From an optimization exercise on the open Yosys and OpenROAD flow, aimed at small area and a short achievable clock period; shortcuts taken in it are not production practice.
At most, simulation tests tie the RTL to the original design; equivalence was not proved.

== run 1 ==
==> flow/design.v (excerpt) <==
module cordic(clk, angle, sine, cosine);
  input clk;
  input signed [31:0] angle;
  output signed [15:0] sine;
  output signed [15:0] cosine;
  reg [31:0] a0;
  always @(posedge clk) a0 <= angle;
  wire dk_1 = ~a0[29];
  wire zp1_p0 = a0[0] ^ 1'b1;
  wire zp1_g0 = a0[0] & 1'b1;
  wire zp1_p1 = a0[1] ^ 1'b0;
  wire zp1_g1 = a0[1] & 1'b0;
  wire zp1_p2 = a0[2] ^ 1'b1;
  wire zp1_g2 = a0[2] & 1'b1;
  wire zp1_p3 = a0[3] ^ 1'b1;
  wire zp1_g3 = a0[3] & 1'b1;
  wire zp1_p4 = a0[4] ^ 1'b1;
  wire zp1_g4 = a0[4] & 1'b1;
  wire zp1_p5 = a0[5] ^ 1'b0;
  wire zp1_g5 = a0[5] & 1'b0;
  wire zp1_p6 = a0[6] ^ 1'b0;
  wire zp1_g6 = a0[6] & 1'b0;
  wire zp1_p7 = a0[7] ^ 1'b0;
  wire zp1_g7 = a0[7] & 1'b0;
  wire zp1_p8 = a0[8] ^ 1'b1;
  wire zp1_g8 = a0[8] & 1'b1;
  wire zp1_p9 = a0[9] ^ 1'b0;
  wire zp1_g9 = a0[9] & 1'b0;
  wire zp1_p10 = a0[10] ^ 1'b1;
  wire zp1_g10 = a0[10] & 1'b1;
  wire zp1_p11 = a0[11] ^ 1'b0;
  wire zp1_g11 = a0[11] & 1'b0;
  wire zp1_p12 = a0[12] ^ 1'b0;
  wire zp1_g12 = a0[12] & 1'b0;
  wire zp1_p13 = a0[13] ^ 1'b0;
  wire zp1_g13 = a0[13] & 1'b0;
  wire zp1_p14 = a0[14] ^ 1'b0;
  wire zp1_g14 = a0[14] & 1'b0;
  wire zp1_p15 = a0[15] ^ 1'b0;
  wire zp1_g15 = a0[15] & 1'b0;
  wire zp1_p16 = a0[16] ^ 1'b0;
  wire zp1_g16 = a0[16] & 1'b0;
  wire zp1_p17 = a0[17] ^ 1'b0;
  wire zp1_g17 = a0[17] & 1'b0;
  wire zp1_p18 = a0[18] ^ 1'b1;
  wire zp1_g18 = a0[18] & 1'b1;
  wire zp1_p19 = a0[19] ^ 1'b0;
  wire zp1_g19 = a0[19] & 1'b0;
  wire zp1_p20 = a0[20] ^ 1'b0;
  wire zp1_g20 = a0[20] & 1'b0;
  wire zp1_p21 = a0[21] ^ 1'b1;
  wire zp1_g21 = a0[21] & 1'b1;
  wire zp1_p22 = a0[22] ^ 1'b1;
  wire zp1_g22 = a0[22] & 1'b1;
  wire zp1_p23 = a0[23] ^ 1'b1;
  wire zp1_g23 = a0[23] & 1'b1;
  wire zp1_p24 = a0[24] ^ 1'b0;
  wire zp1_g24 = a0[24] & 1'b0;
  wire zp1_p25 = a0[25] ^ 1'b1;
  wire zp1_g25 = a0[25] & 1'b1;
  wire zp1_p26 = a0[26] ^ 1'b0;
  wire zp1_g26 = a0[26] & 1'b0;
  wire zp1_p27 = a0[27] ^ 1'b0;
  wire zp1_g27 = a0[27] & 1'b0;
  wire zp1_p28 = a0[28] ^ 1'b1;
  wire zp1_g28 = a0[28] & 1'b1;
  wire zp1_p29 = ~a0[29] ^ 1'b0;
  wire zp1_g29 = ~a0[29] & 1'b0;
  wire zp1_G0_1 = zp1_g0 | (zp1_p0 & 1'b0);
  wire zp1_P0_1 = zp1_p0 & 1'b0;
  wire zp1_G0_2 = zp1_g1 | (zp1_p1 & zp1_g0);
  wire zp1_P0_2 = zp1_p1 & zp1_p0;
  wire zp1_G0_3 = zp1_g2 | (zp1_p2 & zp1_g1);
  wire zp1_P0_3 = zp1_p2 & zp1_p1;
  ...
Size in the first run: ~570 flip-flops, about 31000 um^2 of cells after synthesis.
Settings: LEC_CHECK=0, CAP_MARGIN=20, CORE_MARGIN=2, CORE_UTILIZATION=40, SETUP_SLACK_MARGIN=1.6, SLEW_MARGIN=20; clock period 3.5 ns.
run.sh (not shown) runs the stock make flow with config.mk's settings and CLKGATE_MAP_FILE= SYNTH_SCRIPT=/design/flow/synth_recipe.tcl, a recipe that flattens the netlist after the stock synthesis.
Both conditions hold for run 1: the flow ran to the end and the final layout passed the timing, DRC and antenna checks.
Changes in run 2 relative to run 1:
- a change of SETUP_SLACK_MARGIN from 1.6 to 0.5
Findings:
- Between run 2 and run 1, the non-clock buffer count is lower for run 2.
- In run 2 the setup slack turned out 0.41 ns lower than in run 1.
- Core utilization: run 2 lower than run 1
Modified inputs, run 3 compared to run 2
- removing SETUP_SLACK_MARGIN (formerly 0.5)
Notes after the runs:
I/O pin count: run 3 vs run 2 identical. Re overall track demand over capacity in global routing: no difference whatsoever between run 3 and run 2. Run 2 -> run 3: total of clock buffers placed in the layout delta 0, exact match. Synthesized cell count: run 2 vs run 3 — no meaningful difference. Reported for run 2 and run 3, multi-input combinational area share turned out identical to the last digit.
Input changes introduced in run 4 (baseline for comparison: run 3):
- CTS_CLUSTER_DIAMETER newly set to 100
- SETUP_SLACK_MARGIN newly set to 1.0
- CTS_CLUSTER_SIZE newly set to 30
[summary]
- Delta (run 4 minus run 3): register-to-register slack up 0.27 ns; total die area flat; total length of routed met2 wires up 260 um; area growth from synthesis to layout down 1.7 points.
- Run 3 ended up with dfxtp_1 as its slowest cell on the critical path; run 4 ended up with fa_1.
- Diff run 3 -> run 4: number of fill cells in the layout rose 32; worst path setup slack after routing rose 0.27 ns; post-synthesis cell area about even.
No functional check of the RTL was part of any run of this note.

---

## build 40
Another version of the RTL of cordic (not shown whole).
For scale: ~3400 cells after synthesis, roughly 520 flip-flops.
export LEC_CHECK = 0
export CAP_MARGIN = 20
export CORE_MARGIN = 2
export CORE_UTILIZATION = 40
export CTS_CLUSTER_DIAMETER = 100
export CTS_CLUSTER_SIZE = 30
export SETUP_SLACK_MARGIN = 1.3
export SLEW_MARGIN = 20
create_clock -name core_clock -period 3.5 [get_ports {clk}]
standard.sh (not shown) runs the stock make flow with config.mk's settings and CLKGATE_MAP_FILE= SYNTH_SCRIPT=/design/flow/synth_recipe.tcl, a recipe that flattens the netlist after the stock synthesis.
==> flow/flow/run.sh <==
#!/bin/bash
# Own layout flow: the standard flow (standard.sh) with these changes to how
# the layout is made:
#  1. synthesis is the standard synthesis script (synth_recipe.tcl), but ABC
#     maps the logic without the slow 4-high stacked cells and a few slow two-stage cells (patch_abc.py) and
#     without first mapping adders to fa/ha cells (ADDER_MAP_FILE empty);
#     registers are mapped before ABC, so they are the standard synthesis's;
#  2. port buffers are buf_2 cells instead of the delay cell buffer_ports picks;
#  3. the resizer may swap a cell for any cell of the same function.
# Each step's full output goes to a log file in this folder.
set -uo pipefail
here=$(pwd)
rm -rf "$here/myscripts"
cp -r "$FLOW_HOME/scripts" "$here/myscripts"
python3 flow/patch_abc.py "$here/myscripts/synth_preamble.tcl" > patch.log 2>&1 || exit 1
bash standard.sh SCRIPTS_DIR="$here/myscripts" ADDER_MAP_FILE= synth > synth.log 2>&1 || exit 1
export BUFFER_PORTS_ARGS="-buffer_cell sky130_fd_sc_hd__buf_2"
bash standard.sh MATCH_CELL_FOOTPRINT=0 finish > layout.log 2>&1
==> flow/flow/patch_abc.py <==
# Adds -dont_use for the slow 4-high stacked cells to ABC's arguments only.
import sys
p = sys.argv[1]
s = open(p).read()
anchor = 'set abc_args [list -script $abc_script \\\n  {*}$lib_args {*}$lib_dont_use_args -constr $::env(OBJECTS_DIR)/abc.constr]\n'
assert anchor in s, "anchor not found"
cells = ("a2111o a2111oi o2111a o2111ai a311o a311oi o311a o311ai a41o a41oi o41a o41ai "
         "or4 or4b or4bb nor4 nor4b nor4bb and4 and4b and4bb a221o a221oi o221a o221ai "
         "a222oi a32o a32oi o32a o32ai maj3 or3 or3b and3b o31a a31o o2bb2a a2bb2o").split()
extra = "foreach c {%s} {\n  lappend abc_args -dont_use sky130_fd_sc_hd__${c}_*\n}\n" % " ".join(cells)
open(p, "w").write(s.replace(anchor, anchor + extra))
print("patched", p)
Build 40 completed end to end with timing, DRC and antenna clean.
Inputs modified between build 40 and build 3:
Settings: swapping 1.3 for 1.1 in SETUP_SLACK_MARGIN; swapping 20 for 5 in CAP_MARGIN; swapping 20 for 5 in SLEW_MARGIN.
## What came out
- Compared with build 40, in build 3 starting DRC count in detailed routing +135; met3 track demand over resource in global routing -0.21 points.
- From build 40 to build 3, critical path depth did not move at all.
- Compare build 40 and build 3 | hold slack lower: build 3
- The final cycle utilization of the critical path of build 3 is higher than that of build 40.
- Re fill cell total of the finished layout: build 40 was lower than build 3.
- The higher via count of build 40 and build 3 is in build 40.
- Build 3: number of iterations in the first detailed-routing pass 1 above build 40
Setup changes, build 3 to build 39
Settings: SETUP_SLACK_MARGIN changed from 1.1 to 1.45; SLEW_MARGIN changed from 5 to 20; CAP_MARGIN changed from 5 to 20.
diff --git a/flow/flow/run.sh b/flow/flow/run.sh
--- a/flow/flow/run.sh
+++ b/flow/flow/run.sh
@@ -3,5 +3,5 @@
 # the layout is made:
 #  1. synthesis is the standard synthesis script (synth_recipe.tcl), but ABC
-#     maps the logic without the slow 4-high stacked cells and a few slow two-stage cells (patch_abc.py) and
+#     maps the logic without the slow 4-high stacked cells (patch_abc.py) and
 #     without first mapping adders to fa/ha cells (ADDER_MAP_FILE empty);
 #     registers are mapped before ABC, so they are the standard synthesis's;
diff --git a/flow/flow/patch_abc.py b/flow/flow/patch_abc.py
--- a/flow/flow/patch_abc.py
+++ b/flow/flow/patch_abc.py
@@ -7,5 +7,5 @@
 cells = ("a2111o a2111oi o2111a o2111ai a311o a311oi o311a o311ai a41o a41oi o41a o41ai "
          "or4 or4b or4bb nor4 nor4b nor4bb and4 and4b and4bb a221o a221oi o221a o221ai "
-         "a222oi a32o a32oi o32a o32ai maj3 or3 or3b and3b o31a a31o o2bb2a a2bb2o").split()
+         "a222oi a32o a32oi o32a o32ai").split()
 extra = "foreach c {%s} {\n  lappend abc_args -dont_use sky130_fd_sc_hd__${c}_*\n}\n" % " ".join(cells)
 open(p, "w").write(s.replace(anchor, anchor + extra))
## What came out
Build 39: done, clean on timing, DRC and antenna. Higher sequential share of layout area among build 39 and build 3: build 3. In build 39 the shortest clock period the worst path allows after layout turned out 0.048 ns higher than in build 3. Of build 39 and build 3, build 3 shows the lower adder and majority cell fraction of the synthesized area, with build 39 above it. Compared to build 3, the routing of build 39 uses more wire. Going from build 3 to build 39, design area grew by more than 10%. Against build 3, build 39 reports a worst setup slack that is lower.
Setup changes, build 39 to build 92
Settings: SETUP_SLACK_MARGIN changed from 1.45 to 1.6.
Findings:
Build 92: all stages complete, timing, DRC and antenna checks passed
As of build 92, non-clock buffer count had risen by more than a quarter compared to build 39.
Compare build 92 and build 39 | wire length of the first global-routing pass lower: build 39
Max number of standard cells in the final layout excluding fillers across build 92 and build 39: build 92
For number of max-cap violations, build 92 and build 39 come out practically identical.
Core util | build 92 vs build 39 | build 92 higher
Area: build 92 vs build 39 -> build 92 larger
The inputs of build 25 differ from those of build 92 as listed below.
Settings: changing SETUP_SLACK_MARGIN from 1.6 to 1.1.
diff --git a/flow/flow/run.sh b/flow/flow/run.sh
--- a/flow/flow/run.sh
+++ b/flow/flow/run.sh
@@ -3,5 +3,5 @@
 # the layout is made:
 #  1. synthesis is the standard synthesis script (synth_recipe.tcl), but ABC
-#     maps the logic without the slow 4-high stacked cells (patch_abc.py) and
+#     maps the logic without the slow 4-high stacked cells and a few slow two-stage cells (patch_abc.py) and
 #     without first mapping adders to fa/ha cells (ADDER_MAP_FILE empty);
 #     registers are mapped before ABC, so they are the standard synthesis's;
diff --git a/flow/flow/patch_abc.py b/flow/flow/patch_abc.py
--- a/flow/flow/patch_abc.py
+++ b/flow/flow/patch_abc.py
@@ -7,5 +7,5 @@
 cells = ("a2111o a2111oi o2111a o2111ai a311o a311oi o311a o311ai a41o a41oi o41a o41ai "
          "or4 or4b or4bb nor4 nor4b nor4bb and4 and4b and4bb a221o a221oi o221a o221ai "
-         "a222oi a32o a32oi o32a o32ai").split()
+         "a222oi a32o a32oi o32a o32ai maj3 or3 or3b and3b o31a a31o o2bb2a a2bb2o").split()
 extra = "foreach c {%s} {\n  lappend abc_args -dont_use sky130_fd_sc_hd__${c}_*\n}\n" % " ".join(cells)
 open(p, "w").write(s.replace(anchor, anchor + extra))
Results
- Per the final summary, build 25 finished and its layout is clean on timing, DRC and antenna.
- Build 25 packs its core more loosely than build 92.

---

== v6 ==
cordic, a different RTL version from the one above (not shown whole).
Size: roughly 540 flip-flops, roughly 65 I/O pins.
// cordic
module cordic(clk, angle, sine, cosine);
  input clk;
  input signed [31:0] angle;
  output signed [15:0] sine;
  output signed [15:0] cosine;
  reg [31:0] a0;
  always @(posedge clk) a0 <= angle;
  wire dk_1 = ~a0[29];
  wire zp1_p0 = a0[0] ^ 1'b1;
  wire zp1_g0 = a0[0] & 1'b1;
  wire zp1_p1 = a0[1] ^ 1'b0;
  wire zp1_g1 = a0[1] & 1'b0;
  wire zp1_p2 = a0[2] ^ 1'b1;
  wire zp1_g2 = a0[2] & 1'b1;
  wire zp1_p3 = a0[3] ^ 1'b1;
  wire zp1_g3 = a0[3] & 1'b1;
  wire zp1_p4 = a0[4] ^ 1'b1;
  wire zp1_g4 = a0[4] & 1'b1;
  wire zp1_p5 = a0[5] ^ 1'b0;
  wire zp1_g5 = a0[5] & 1'b0;
  wire zp1_p6 = a0[6] ^ 1'b0;
  wire zp1_g6 = a0[6] & 1'b0;
  wire zp1_p7 = a0[7] ^ 1'b0;
  wire zp1_g7 = a0[7] & 1'b0;
  wire zp1_p8 = a0[8] ^ 1'b1;
  wire zp1_g8 = a0[8] & 1'b1;
  wire zp1_p9 = a0[9] ^ 1'b0;
  wire zp1_g9 = a0[9] & 1'b0;
  wire zp1_p10 = a0[10] ^ 1'b1;
  wire zp1_g10 = a0[10] & 1'b1;
  wire zp1_p11 = a0[11] ^ 1'b0;
  wire zp1_g11 = a0[11] & 1'b0;
  wire zp1_p12 = a0[12] ^ 1'b0;
  wire zp1_g12 = a0[12] & 1'b0;
  wire zp1_p13 = a0[13] ^ 1'b0;
  wire zp1_g13 = a0[13] & 1'b0;
  wire zp1_p14 = a0[14] ^ 1'b0;
  wire zp1_g14 = a0[14] & 1'b0;
  wire zp1_p15 = a0[15] ^ 1'b0;
  wire zp1_g15 = a0[15] & 1'b0;
  wire zp1_p16 = a0[16] ^ 1'b0;
  wire zp1_g16 = a0[16] & 1'b0;
  wire zp1_p17 = a0[17] ^ 1'b0;
  wire zp1_g17 = a0[17] & 1'b0;
  wire zp1_p18 = a0[18] ^ 1'b1;
  wire zp1_g18 = a0[18] & 1'b1;
  wire zp1_p19 = a0[19] ^ 1'b0;
  wire zp1_g19 = a0[19] & 1'b0;
  wire zp1_p20 = a0[20] ^ 1'b0;
  wire zp1_g20 = a0[20] & 1'b0;
  wire zp1_p21 = a0[21] ^ 1'b1;
  wire zp1_g21 = a0[21] & 1'b1;
  wire zp1_p22 = a0[22] ^ 1'b1;
  wire zp1_g22 = a0[22] & 1'b1;
  wire zp1_p23 = a0[23] ^ 1'b1;
  wire zp1_g23 = a0[23] & 1'b1;
  wire zp1_p24 = a0[24] ^ 1'b0;
  wire zp1_g24 = a0[24] & 1'b0;
  wire zp1_p25 = a0[25] ^ 1'b1;
  wire zp1_g25 = a0[25] & 1'b1;
  wire zp1_p26 = a0[26] ^ 1'b0;
  wire zp1_g26 = a0[26] & 1'b0;
  wire zp1_p27 = a0[27] ^ 1'b0;
  wire zp1_g27 = a0[27] & 1'b0;
  wire zp1_p28 = a0[28] ^ 1'b1;
  wire zp1_g28 = a0[28] & 1'b1;
  wire zp1_p29 = ~a0[29] ^ 1'b0;
  wire zp1_g29 = ~a0[29] & 1'b0;
  wire zp1_G0_1 = zp1_g0 | (zp1_p0 & 1'b0);
  wire zp1_P0_1 = zp1_p0 & 1'b0;
  ...
export LEC_CHECK = 0
export CAP_MARGIN = 20
export CORE_MARGIN = 2
export CORE_UTILIZATION = 40
export CTS_CLUSTER_DIAMETER = 100
export CTS_CLUSTER_SIZE = 30
export SETUP_SLACK_MARGIN = 1.3
export SLEW_MARGIN = 20
create_clock -name core_clock -period 3.5 [get_ports {clk}]
==> flow/flow/run.sh <==
#!/bin/bash
# Own layout flow: the standard flow (standard.sh) with these changes to how
# the layout is made:
#  1. synthesis is the standard synthesis script (synth_recipe.tcl), but ABC
#     maps the logic without the slow 4-high stacked cells (patch_abc.py) and
#     without first mapping adders to fa/ha cells (ADDER_MAP_FILE empty);
#     registers are mapped before ABC, so they are the standard synthesis's;
#  2. port buffers are buf_2 cells instead of the delay cell buffer_ports picks;
#  3. the resizer may swap a cell for any cell of the same function.
# Each step's full output goes to a log file in this folder.
set -uo pipefail
here=$(pwd)
rm -rf "$here/myscripts"
cp -r "$FLOW_HOME/scripts" "$here/myscripts"
python3 flow/patch_abc.py "$here/myscripts/synth_preamble.tcl" > patch.log 2>&1 || exit 1
bash standard.sh SCRIPTS_DIR="$here/myscripts" ADDER_MAP_FILE= synth > synth.log 2>&1 || exit 1
export BUFFER_PORTS_ARGS="-buffer_cell sky130_fd_sc_hd__buf_2"
bash standard.sh MATCH_CELL_FOOTPRINT=0 finish > layout.log 2>&1
==> flow/flow/patch_abc.py <==
# Adds -dont_use for the slow 4-high stacked cells to ABC's arguments only.
import sys
p = sys.argv[1]
s = open(p).read()
anchor = 'set abc_args [list -script $abc_script \\\n  {*}$lib_args {*}$lib_dont_use_args -constr $::env(OBJECTS_DIR)/abc.constr]\n'
assert anchor in s, "anchor not found"
cells = ("a2111o a2111oi o2111a o2111ai a311o a311oi o311a o311ai a41o a41oi o41a o41ai "
         "or4 or4b or4bb nor4 nor4b nor4bb and4 and4b and4bb a221o a221oi o221a o221ai "
         "a222oi a32o a32oi o32a o32ai").split()
extra = "foreach c {%s} {\n  lappend abc_args -dont_use sky130_fd_sc_hd__${c}_*\n}\n" % " ".join(cells)
open(p, "w").write(s.replace(anchor, anchor + extra))
print("patched", p)
v6: PASS, flow complete, no timing, DRC or antenna violations
Changes in v7 relative to v6:
-- flow/flow/run.sh --
<<< v6, line 5
#     maps the logic without the slow 4-high stacked cells (patch_abc.py) and
>>> v7, line 5
#     maps the logic without the slow 4-high stacked cells and a few slow two-stage cells (patch_abc.py) and
-- flow/flow/patch_abc.py --
<<< v6, line 9
         "a222oi a32o a32oi o32a o32ai").split()
>>> v7, line 9
         "a222oi a32o a32oi o32a o32ai maj3 or3 or3b and3b o31a a31o o2bb2a a2bb2o").split()
## What came out
Per the comparison of v7 with v6, clock buffer and inverter area fraction after layout went up. v7: post-placement setup slack higher than v6. Per the final summary, v7 finished and its layout is clean on timing, DRC and antenna. Compared to v6, v7 has cell count of the worst reg-to-reg path 2 higher. Multi-input gate count went up by a few percent going from v6 to v7.
No functional check of the RTL was part of any run of this note.

## what the ideal ports hide
How much do the figures lean on ideal ports? The routed layouts below were timed once more, with nothing changed but the port constraints.
Step 1: set_driving_cell puts a clkbuf_16 on clk and a buf_2 on each other input, an assumption about the parent block.
Step 2, shift: input delay + t, output delay - t, t = (earliest + latest rising clock arrival at the registers) / 2. This alone moves slack from input paths to output paths.
Three values: no drivers, after step 1, after step 2; two values: the first two.
run	shift t [ns]	slack for setup (ns)	worst setup path after step 2	clock arrival spread, ns	worst slew at a driven data input, ns
run 1	0.661	1.239 / 1.239 / 1.239	register to register	0.042 / 0.042	0.04
run 2	0.679	0.825 / 0.825 / 0.825	register to register	0.041 / 0.041	0.04
run 3	0.679	0.825 / 0.825 / 0.825	register to register	0.041 / 0.041	0.04
run 4	0.650	1.095 / 1.095 / 1.095	register to register	0.023 / 0.022	0.04
build 40	0.636	1.260 / 1.260 / 1.260	register to register	0.025 / 0.024	0.05
build 3	0.639	1.196 / 1.196 / 1.196	register to register	0.037 / 0.037	0.05
build 39	0.627	1.148 / 1.148 / 1.148	register to register	0.017 / 0.017	0.05
build 92	0.649	1.150 / 1.150 / 1.150	register to register	0.041 / 0.041	0.05
build 25	0.633	1.203 / 1.203 / 1.203	register to register	0.026 / 0.025	0.05
v6	0.640	0.717 / 0.717 / 0.717	register to register	0.016 / 0.016	0.04
v7	0.648	1.147 / 1.147 / 1.147	register to register	0.033 / 0.032	0.05
After both steps every run listed still meets setup and hold.
